From an optimization exercise on the open Yosys and OpenROAD flow, aimed at small area; shortcuts taken in it are not production practice. In this exercise RTL edits were held to simulation tests only and were not proved equivalent to the original. Power and IR drop assume default switching activity.

// FreqMod
module FreqMod(
    input signed [17:0] audio_in,
    input ready,
    input clock,
    input reset,
    input [9:0] controls,
    output wire signed [17:0] audio_out,
    output reg [7:0] freq1,
    output reg [7:0] freq2,
    output reg [7:0] freq3,
    output reg [7:0] freq4,
    output reg [7:0] freq5,
    output reg [7:0] freq6,
    output reg [7:0] freq7,
    output reg [4:0] weight1,
    output reg [4:0] weight2,
    output reg [4:0] weight3,
    output reg [4:0] weight4,
    output reg [4:0] weight5,
    output reg [4:0] weight6,
    output reg [4:0] weight7
    );
    wire [7:0] switches = controls[7:0];
    wire fup = controls[8];
    wire fdown = controls[9];
    reg old_fup, old_fdown, increment, decrement;
    always @(posedge clock) begin
        old_fup <= fup;
        old_fdown <= fdown;
        increment <= fup & ~old_fup;
        decrement <= fdown & ~old_fdown;
    end
    wire [34:0] wts = {weight7, weight6, weight5, weight4, weight3, weight2, weight1};
    reg [34:0] wts_next;
    integer k;
    reg [4:0] w, tg;
    reg dn, up;
    always @(*) begin
        for (k = 0; k < 7; k = k + 1) begin
            w = wts[5*k +: 5];
            dn = switches[k] & decrement & (w != 5'd0);
            up = switches[k] & increment & (w != 5'd31) & ~dn;
            tg[0] = up | dn;
            tg[1] = (up & w[0]) | (dn & ~w[0]);
            tg[2] = (up & (&w[1:0])) | (dn & ~(|w[1:0]));
            tg[3] = (up & (&w[2:0])) | (dn & ~(|w[2:0]));
  ...
Size: about 1800 cells after synthesis, about 750 flip-flops, about 140 I/O pins.
export LEC_CHECK = 0
export ABC_AREA = 1
export CAP_MARGIN = 0
export CORE_MARGIN = 2
export CORE_UTILIZATION = 40
export SLEW_MARGIN = 0
create_clock -name core_clock -period 20.0 [get_ports {clock}]
standard.sh (not shown) runs the stock make flow with config.mk's settings and CLKGATE_MAP_FILE= SYNTH_SCRIPT=/design/flow/synth_recipe.tcl, a recipe that flattens the netlist after the stock synthesis.
==> flow/flow/run.sh <==
#!/bin/bash
# The standard layout (standard.sh) with three changes:
#  - synthesis maps logic with an area-oriented ABC script (flow/abc_area.script,
#    used in place of ORFS's scripts/abc_area.script; every other script is ORFS's own);
#  - the input and output port buffers use the smallest buffer cell (buf_1);
#  - clock tree synthesis uses clkbuf_8, clusters up to 16 sinks, inserts no dummy loads.
set -euo pipefail
here=$(pwd)
rm -rf "$here/orfs_scripts"
cp -r "$FLOW_HOME/scripts" "$here/orfs_scripts"
cp "$here/flow/abc_area.script" "$here/orfs_scripts/abc_area.script"
export SCRIPTS_DIR="$here/orfs_scripts"
export BUFFER_PORTS_ARGS="-buffer_cell sky130_fd_sc_hd__buf_1"
export CTS_ARGS="-sink_clustering_enable -repair_clock_nets -sink_clustering_size 18 -sink_clustering_max_diameter 100 -dont_use_dummy_load -buf_list sky130_fd_sc_hd__clkbuf_8"
bash standard.sh > standard.log 2>&1
==> flow/flow/abc_area.script <==
strash
dc2
dch -f
map -a
strash
dch -f
amap
topo
dnsize -c
The baseline completed without violations.
Then changed:
--- a/flow/flow/run.sh
+++ b/flow/flow/run.sh
@@ -14 +14 @@
-export CTS_ARGS="-sink_clustering_enable -repair_clock_nets -sink_clustering_size 18 -sink_clustering_max_diameter 100 -dont_use_dummy_load -buf_list sky130_fd_sc_hd__clkbuf_8"
+export CTS_ARGS="-sink_clustering_enable -repair_clock_nets -sink_clustering_size 16 -sink_clustering_max_diameter 100 -dont_use_dummy_load -buf_list sky130_fd_sc_hd__clkbuf_8"
Settings changed: CORE_UTILIZATION 40 to 60.
Hold slack is better by 0.016 ns.
Fmax is lower by 0.60%.
Design area is lower by 1.2%.
Count of clock-buffer cells in the layout is higher by 4.
Power hardly moves.
Non-clock buffer count is higher by 1.
Clock power is higher by about 2%.
Global-route usage is higher by 7.4 points.
Combinational power is lower by about 1%.
Routed wire length is lower by 5.3%.
Then changed:
==> flow/flow/abc_area.script (replaced) <==
strash
dc2
dch -f
map -a
strash
dch -f
amap
topo
stime -c
buffer -c
dnsize -c
Settings changed: CORE_UTILIZATION 60 to 40.
Result: Final cell count grows by 11%. Die area grows by 50%. Clock skew is about the same.
Then changed:
==> flow/flow/abc_area.script (replaced) <==
strash
dc2
dch -f
map -a
strash
dch -f
amap
topo
dnsize -c
Settings changed: CORE_UTILIZATION 40 to 60, GPL_ROUTABILITY_DRIVEN set to 0, GPL_TIMING_DRIVEN set to 0.
What happened:
- synthesized area fell by 0.90%
- final cell count decreases by 11%
- wire length is lower by 10%
- setup slack degrades by 0.49 ns
- synthesized cell count went down by 2.7%

==> what the ideal ports hide <==
In the flow no input, the clock included, has a driving cell. The finished layouts below were timed again as built, in two steps.
Step 1, drivers: a clkbuf_16 drives clock and a buf_2 each remaining input, both assumed.
Step 2 also shifts input and output timing later by t, the mid clock arrival at the registers, as if the neighbouring blocks saw the same clock.
Three values: ideal, step 1, step 2; two values: the first two.
run	shift t [ns]	setup WS [ns]	worst hold slack (ns)	worst setup path at the end
the first run	0.686	1.392 / 1.430 / 0.744	0.292 / 0.292 / 0.292	input to register
the second run	0.684	1.280 / 1.310 / 0.626	0.308 / 0.308 / 0.308	input to register
the third run	0.691	1.293 / 1.312 / 0.621	0.308 / 0.308 / 0.308	input to register
the fourth run	0.684	0.799 / 0.830 / 0.146	0.295 / 0.295 / 0.295	input to register
After both steps setup and hold are still met in every run listed. The setup slack of the third run, which loses most, moves by +0.019 ns with the drivers and by -0.672 ns with both steps.
